From an optimization exercise on the open Yosys and OpenROAD flow, aimed at small area; shortcuts taken in it are not production practice.
The RTL was checked by simulation tests, not by an equivalence proof against the original design.
Power figures rest on the tool's default switching activity, not on a simulated workload. No driver is modelled on the clock port, so clocking that relies on it looks cheaper here than on a real chip.

Setup of maple:
==> module simple_fifo_128, before the edit <==
module simple_fifo_128(
    input              clk,
    input              rst_n,            
    input      [127:0] data_in,
    input              wr_en,
    input              rd_en,
    output             full_o,
    output             emty_o,
    output     [127:0] data_out,
    output             phase_o
);
    reg [3:0] wr_j;      
    reg [3:0] rd_j;      
    reg       full_q;
    reg       empty_q;
    reg       phase;
    assign full_o  = full_q;
    assign emty_o  = empty_q;
    assign phase_o = phase;
    wire wr_acc = wr_en & ~full_q;
    wire rd_acc = rd_en & ~empty_q;
    wire [3:0] wr_j_inc  = {wr_j[2:0], ~wr_j[3]};
    wire [3:0] rd_j_inc  = {rd_j[2:0], ~rd_j[3]};
    wire [3:0] rd_j_inc2 = {rd_j[1:0], ~rd_j[3:2]};
    always @(posedge clk or negedge rst_n) begin
        if (!rst_n) begin
            wr_j    <= 4'b0000;
            rd_j    <= 4'b1000;    
            full_q  <= 1'b0;
            empty_q <= 1'b1;
            phase   <= 1'b0;
        end else begin
            phase <= ~phase;
            if (wr_acc) wr_j <= wr_j_inc;
            if (rd_acc) rd_j <= rd_j_inc;
            if (wr_acc & ~rd_acc) begin
                empty_q <= 1'b0;
                full_q  <= (wr_j == rd_j);          
            end else if (rd_acc & ~wr_acc) begin
                full_q  <= 1'b0;
                empty_q <= (rd_j_inc2 == wr_j);     
            end
        end
    end
    wire [7:0] wr_dec = { wr_j[3] & ~wr_j[2], wr_j[2] & ~wr_j[1], wr_j[1] & ~wr_j[0], wr_j[3] & wr_j[0],
                          wr_j[2] & ~wr_j[3], wr_j[1] & ~wr_j[2], wr_j[0] & ~wr_j[1], ~wr_j[3] & ~wr_j[0] };
    wire [7:0] rd_sel_n = ~{ rd_j[3] & ~rd_j[2], rd_j[2] & ~rd_j[1], rd_j[1] & ~rd_j[0], rd_j[3] & rd_j[0],
                             rd_j[2] & ~rd_j[3], rd_j[1] & ~rd_j[2], rd_j[0] & ~rd_j[1], ~rd_j[3] & ~rd_j[0] };
    wire [127:0] row_q [0:7];
    genvar i;
    generate
        for (i = 0; i < 8; i = i + 1) begin : g_row
            reg  [127:0] q;
            wire [127:0] q_next;
            wire         we = wr_acc & wr_dec[i];
            fifo_flip_load u_next (.q(q), .load(we), .hold(~we), .d(data_in), .y(q_next));
            always @(posedge clk) q <= q_next;
            assign row_q[i] = q;
        end
    endgenerate
    wire [127:0] pair_z [0:3];
    generate
        for (i = 0; i < 4; i = i + 1) begin : g_pair
            fifo_pick2_n u_pick (.ns0(rd_sel_n[2*i]), .ns1(rd_sel_n[2*i+1]),
                                 .d0(row_q[2*i]), .d1(row_q[2*i+1]), .z(pair_z[i]));
        end
    endgenerate
    assign data_out = ~(pair_z[0] | pair_z[1] | pair_z[2] | pair_z[3]);
endmodule
export LEC_CHECK = 0
export CAP_MARGIN = 20
export CORE_MARGIN = 2
export CORE_UTILIZATION = 65
export SLEW_MARGIN = 20
export SYNTH_HIERARCHICAL = 1
export SYNTH_MINIMUM_KEEP_SIZE = 0
create_clock -name core_clock -period 5.0 [get_ports {clk}]
standard.sh (not shown) runs the stock make flow with config.mk's settings and CLKGATE_MAP_FILE= SYNTH_SCRIPT=/design/flow/synth_recipe.tcl, a recipe that flattens the netlist after the stock synthesis.
==> flow/flow/run.sh <==
#!/bin/bash
# The standard layout (standard.sh) with these changes:
#  - the port buffers are buf_1 rather than the resizer's default clkdlybuf4s50_1;
#  - after global placement, rebuf.tcl replaces the resizer's buffer trees on
#    the high-fanout nets (row write controls, read selects, phase) with one
#    buf_8 per net; the later steps' repair_design still fixes any violation;
#  - CTS uses clkbuf_16 leaf buffers with larger sink clusters and no dummy loads.
# Every ORFS step writes its own log under orfs/logs/; make's and the rebuffer
# step's output go to flow_*.log here.
set -euo pipefail
export BUFFER_PORTS_ARGS="-buffer_cell sky130_fd_sc_hd__buf_1"
export CTS_ARGS="-sink_clustering_enable -repair_clock_nets -dont_use_dummy_load -buf_list {sky130_fd_sc_hd__clkbuf_16} -sink_clustering_size 30 -sink_clustering_max_diameter 80"
R="$PWD/orfs/results/$FLOW_PLATFORM/beginner_encrypted_fifo/base"
bash standard.sh "$R/3_3_place_gp.odb" > flow_place.log 2>&1
cp "$R/3_3_place_gp.odb" "$R/3_3_place_gp_orig.odb"
IN_ODB="$R/3_3_place_gp_orig.odb" OUT_ODB="$R/3_3_place_gp.odb" SDC="$R/2_floorplan.sdc" \
  LIB="$FLOW_HOME/platforms/$FLOW_PLATFORM/lib/sky130_fd_sc_hd__tt_025C_1v80.lib" \
  PLATFORM_DIR="$FLOW_HOME/platforms/$FLOW_PLATFORM" BUF=sky130_fd_sc_hd__buf_8 MINFAN=20 \
  openroad -no_init -exit flow/rebuf.tcl > flow_rebuf.log 2>&1
bash standard.sh finish > flow_finish.log 2>&1
Other scripts of this flow, unchanged in this note and not shown: flow/flow/rebuf.tcl
For sierra, these inputs were changed with respect to maple:
==> flow/design.v, changed modules only <==
module simple_fifo_128(
    input              clk,
    input              rst_n,            
    input      [127:0] data_in,
    input              wr_en,
    input              rd_en,
    output             full_o,
    output             emty_o,
    output     [127:0] data_out,
    output             phase_o
);
    reg [2:0] wr_ptr;
    reg [7:0] rd_sel_n;  
    reg       full_q;
    reg       empty_q;
    reg       phase;
    assign full_o  = full_q;
    assign emty_o  = empty_q;
    assign phase_o = phase;
    wire wr_acc = wr_en & ~full_q;
    wire rd_acc = rd_en & ~empty_q;
    wire [2:0] wr_ptr_inc = wr_ptr + 3'd1;
    wire [7:0] rd_sel = ~rd_sel_n;
    wire [7:0] rd_next = {rd_sel[6:0], rd_sel[7]};    
    wire [7:0] rd_next2 = {rd_sel[5:0], rd_sel[7:6]};
    always @(posedge clk or negedge rst_n) begin
        if (!rst_n) begin
            wr_ptr  <= 3'd0;
            rd_sel_n <= 8'b0111_1111;
            full_q  <= 1'b0;
            empty_q <= 1'b1;
            phase   <= 1'b0;
        end else begin
            phase <= ~phase;
            if (wr_acc) wr_ptr <= wr_ptr_inc;
            if (rd_acc) rd_sel_n <= ~rd_next;
            if (wr_acc & ~rd_acc) begin
                empty_q <= 1'b0;
                full_q  <= rd_next[wr_ptr_inc];
            end else if (rd_acc & ~wr_acc) begin
                full_q  <= 1'b0;
                empty_q <= rd_next2[wr_ptr];
            end
        end
    end
    wire [127:0] row_q [0:7];
    genvar i;
    generate
        for (i = 0; i < 8; i = i + 1) begin : g_row
            reg  [127:0] q;
            wire [127:0] q_next;
            wire         we = wr_acc & (wr_ptr == i);
            fifo_flip_load u_next (.q(q), .load(we), .hold(~we), .d(data_in), .y(q_next));
            always @(posedge clk) q <= q_next;
            assign row_q[i] = q;
        end
    endgenerate
    wire [127:0] pair_z [0:3];
    generate
        for (i = 0; i < 4; i = i + 1) begin : g_pair
            fifo_pick2_n u_pick (.ns0(rd_sel_n[2*i]), .ns1(rd_sel_n[2*i+1]),
                                 .d0(row_q[2*i]), .d1(row_q[2*i+1]), .z(pair_z[i]));
        end
    endgenerate
    assign data_out = ~(pair_z[0] | pair_z[1] | pair_z[2] | pair_z[3]);
endmodule
[summary]
Against maple, first-pass GRT wire length in sierra fell by a few percent. Summary of sierra over maple: die area up 260 um^2; flip-flop and latch count flat; worst hold slack up 0.089 ns; sink count of the clock tree flat; logic gate share of total power down 16 points. Comparing sierra with maple, the placed instance count came out essentially unchanged. Taking maple as the reference, in sierra setup slack shows an increase of 0.17 ns; routability congestion estimate shows a reduction of about 2.6%; total power shows a reduction of 22%. met5 as the highest metal layer with signal wires was reported by sierra, and met4 by maple. Status: net total in the final layout parity (sierra, maple). Synthesized netlist cell count essentially unchanged between sierra and maple. Routed wire length (lower): sierra.


RTL: one of the versions met above, not the one the previous note started from.
Size in the first run: roughly 3500 cells after synthesis, about 1000 flip-flops, about 390 I/O pins, roughly 38000 µm² of cells after synthesis.
==> module simple_fifo_128, before the edit <==
module simple_fifo_128(
    input              clk,
    input              rst_n,            
    input      [127:0] data_in,
    input              wr_en,
    input              rd_en,
    output             full_o,
    output             emty_o,
    output     [127:0] data_out,
    output             phase_o
);
    reg [2:0] wr_ptr;
    reg [7:0] rd_sel_n;  
    reg       full_q;
    reg       empty_q;
    reg       phase;
    assign full_o  = full_q;
    assign emty_o  = empty_q;
    assign phase_o = phase;
    wire wr_acc = wr_en & ~full_q;
    wire rd_acc = rd_en & ~empty_q;
    wire [2:0] wr_ptr_inc = wr_ptr + 3'd1;
    wire [7:0] rd_sel = ~rd_sel_n;
    wire [7:0] rd_next = {rd_sel[6:0], rd_sel[7]};    
    wire [7:0] rd_next2 = {rd_sel[5:0], rd_sel[7:6]};
    always @(posedge clk or negedge rst_n) begin
        if (!rst_n) begin
            wr_ptr  <= 3'd0;
            rd_sel_n <= 8'b0111_1111;
            full_q  <= 1'b0;
            empty_q <= 1'b1;
            phase   <= 1'b0;
        end else begin
            phase <= ~phase;
            if (wr_acc) wr_ptr <= wr_ptr_inc;
            if (rd_acc) rd_sel_n <= ~rd_next;
            if (wr_acc & ~rd_acc) begin
                empty_q <= 1'b0;
                full_q  <= rd_next[wr_ptr_inc];
            end else if (rd_acc & ~wr_acc) begin
                full_q  <= 1'b0;
                empty_q <= rd_next2[wr_ptr];
            end
        end
    end
    wire [127:0] row_q [0:7];
    genvar i;
    generate
        for (i = 0; i < 8; i = i + 1) begin : g_row
            reg  [127:0] q;
            wire [127:0] q_next;
            wire         we = wr_acc & (wr_ptr == i);
            fifo_flip_load u_next (.q(q), .load(we), .hold(~we), .d(data_in), .y(q_next));
            always @(posedge clk) q <= q_next;
            assign row_q[i] = q;
        end
    endgenerate
    wire [127:0] pair_z [0:3];
    generate
        for (i = 0; i < 4; i = i + 1) begin : g_pair
            fifo_pick2_n u_pick (.ns0(rd_sel_n[2*i]), .ns1(rd_sel_n[2*i+1]),
                                 .d0(row_q[2*i]), .d1(row_q[2*i+1]), .z(pair_z[i]));
        end
    endgenerate
    assign data_out = ~(pair_z[0] | pair_z[1] | pair_z[2] | pair_z[3]);
endmodule
==> module fifo_pick2_n, before the edit <==
module fifo_pick2_n(
    input          ns0, ns1,
    input  [127:0] d0, d1,
    output [127:0] z
);
    assign z = ~((d0 | {128{ns0}}) & (d1 | {128{ns1}}));
endmodule
clock: 5.0 ns
lec_check: 0
cap_margin: 20
core_margin: 2
core_utilization: 50
slew_margin: 20
synth_hierarchical: 1
synth_minimum_keep_size: 0
==> flow/flow/run.sh <==
#!/bin/bash
# The standard layout (the standard.sh) with two changes:
#  - the port buffers are buf_1 rather than the resizer's default clkdlybuf4s50_1;
#  - CTS uses clkbuf_16 leaf buffers with larger sink clusters and no dummy loads.
# Every ORFS step writes its own log under orfs/logs/; make's output goes to flow_make.log.
set -euo pipefail
export BUFFER_PORTS_ARGS="-buffer_cell sky130_fd_sc_hd__buf_1"
export CTS_ARGS="-sink_clustering_enable -repair_clock_nets -dont_use_dummy_load -buf_list {sky130_fd_sc_hd__clkbuf_16} -sink_clustering_size 30 -sink_clustering_max_diameter 80"
bash standard.sh finish > flow_make.log 2>&1
Rerun with:
--- a/flow/design.v
+++ b/flow/design.v
@@ -22,36 +22,35 @@
     output             full_o,
     output             emty_o,
     output     [127:0] data_out,
     output             phase_o
 );
     reg [2:0] wr_ptr;
-    reg [7:0] rd_sel_n;  
+    reg [7:0] rd_sel;    
     reg       full_q;
     reg       empty_q;
     reg       phase;
     assign full_o  = full_q;
     assign emty_o  = empty_q;
     assign phase_o = phase;
     wire wr_acc = wr_en & ~full_q;
     wire rd_acc = rd_en & ~empty_q;
     wire [2:0] wr_ptr_inc = wr_ptr + 3'd1;
-    wire [7:0] rd_sel = ~rd_sel_n;
     wire [7:0] rd_next = {rd_sel[6:0], rd_sel[7]};    
     wire [7:0] rd_next2 = {rd_sel[5:0], rd_sel[7:6]};
     always @(posedge clk or negedge rst_n) begin
         if (!rst_n) begin
             wr_ptr  <= 3'd0;
-            rd_sel_n <= 8'b0111_1111;
+            rd_sel  <= 8'b1000_0000;
             full_q  <= 1'b0;
             empty_q <= 1'b1;
             phase   <= 1'b0;
         end else begin
             phase <= ~phase;
             if (wr_acc) wr_ptr <= wr_ptr_inc;
-            if (rd_acc) rd_sel_n <= ~rd_next;
+            if (rd_acc) rd_sel <= rd_next;
             if (wr_acc & ~rd_acc) begin
                 empty_q <= 1'b0;
                 full_q  <= rd_next[wr_ptr_inc];
             end else if (rd_acc & ~wr_acc) begin
                 full_q  <= 1'b0;
                 empty_q <= rd_next2[wr_ptr];
@@ -67,36 +66,43 @@
             wire         we = wr_acc & (wr_ptr == i);
             fifo_flip_load u_next (.q(q), .load(we), .hold(~we), .d(data_in), .y(q_next));
             always @(posedge clk) q <= q_next;
             assign row_q[i] = q;
         end
     endgenerate
-    wire [127:0] pair_z [0:3];
-    generate
-        for (i = 0; i < 4; i = i + 1) begin : g_pair
-            fifo_pick2_n u_pick (.ns0(rd_sel_n[2*i]), .ns1(rd_sel_n[2*i+1]),
-                                 .d0(row_q[2*i]), .d1(row_q[2*i+1]), .z(pair_z[i]));
-        end
-    endgenerate
-    assign data_out = ~(pair_z[0] | pair_z[1] | pair_z[2] | pair_z[3]);
+    wire [127:0] grp0_n, grp1_n, grp2_n;
+    fifo_sel3_n u_grp0 (.s0(rd_sel[0]), .s1(rd_sel[1]), .s2(rd_sel[2]),
+                        .d0(row_q[0]), .d1(row_q[1]), .d2(row_q[2]), .y_n(grp0_n));
+    fifo_sel3_n u_grp1 (.s0(rd_sel[3]), .s1(rd_sel[4]), .s2(rd_sel[5]),
+                        .d0(row_q[3]), .d1(row_q[4]), .d2(row_q[5]), .y_n(grp1_n));
+    fifo_sel2_n u_grp2 (.s0(rd_sel[6]), .s1(rd_sel[7]),
+                        .d0(row_q[6]), .d1(row_q[7]), .y_n(grp2_n));
+    assign data_out = ~(grp0_n & grp1_n & grp2_n);
 endmodule
 module fifo_flip_load(
     input  [127:0] q,
     input          load,
     input          hold,
     input  [127:0] d,
     output [127:0] y
 );
     assign y = ~((q | {128{load}}) & (d | {128{hold}}));
 endmodule
-module fifo_pick2_n(
-    input          ns0, ns1,
+module fifo_sel3_n(
+    input          s0, s1, s2,
+    input  [127:0] d0, d1, d2,
+    output [127:0] y_n
+);
+    assign y_n = ~(({128{s0}} & d0) | ({128{s1}} & d1) | ({128{s2}} & d2));
+endmodule
+module fifo_sel2_n(
+    input          s0, s1,
     input  [127:0] d0, d1,
-    output [127:0] z
+    output [127:0] y_n
 );
-    assign z = ~((d0 | {128{ns0}}) & (d1 | {128{ns1}}));
+    assign y_n = ~(({128{s0}} & d0) | ({128{s1}} & d1));
 endmodule
 `timescale 1ns/1ps
 module beginner_encrypted_fifo (
     input              clk,
     input              rst_n,            
     input      [127:0] secret_key,
What happened: Routed wire length rises by 3.4%. Count of clock-buffer cells in the layout falls by 2. Global-route usage rises by 0.63 points. Worst setup slack gains 250 ps. Hold slack loses 33 ps. Total power falls by 2.9%. Register-to-register slack loses 390 ps. Combinational power falls by 13%.

separate check: timing with driven ports:
The results above use ideal ports. As a check the final layouts listed here were re-extracted and re-timed, cells and wires unchanged.
Step 1, drivers: a clkbuf_16 drives clk and a buf_2 each remaining input, both assumed.
Step 2 moves the port delays by t, midway between the first and last clock arrival at a register: inputs arrive t later, outputs are due t later. That takes back most of the time a late clock gives input paths.
a / b / c = ideal / step 1 / step 2; a / b = the first two.
run | shift t [ns] | slack for setup (ns) | worst setup path after step 2
maple | 0.663 | 0.172 / 0.109 / 0.772 | register to output
sierra | 0.674 | 0.340 / 0.274 / 0.719 | input to register
the first run of note 2 | 0.670 | 0.579 / 0.510 / 1.180 | register to output
the second run of note 2 | 0.669 | 0.830 / 0.756 / 0.970 | input to register
After both steps every run listed still meets setup and hold.
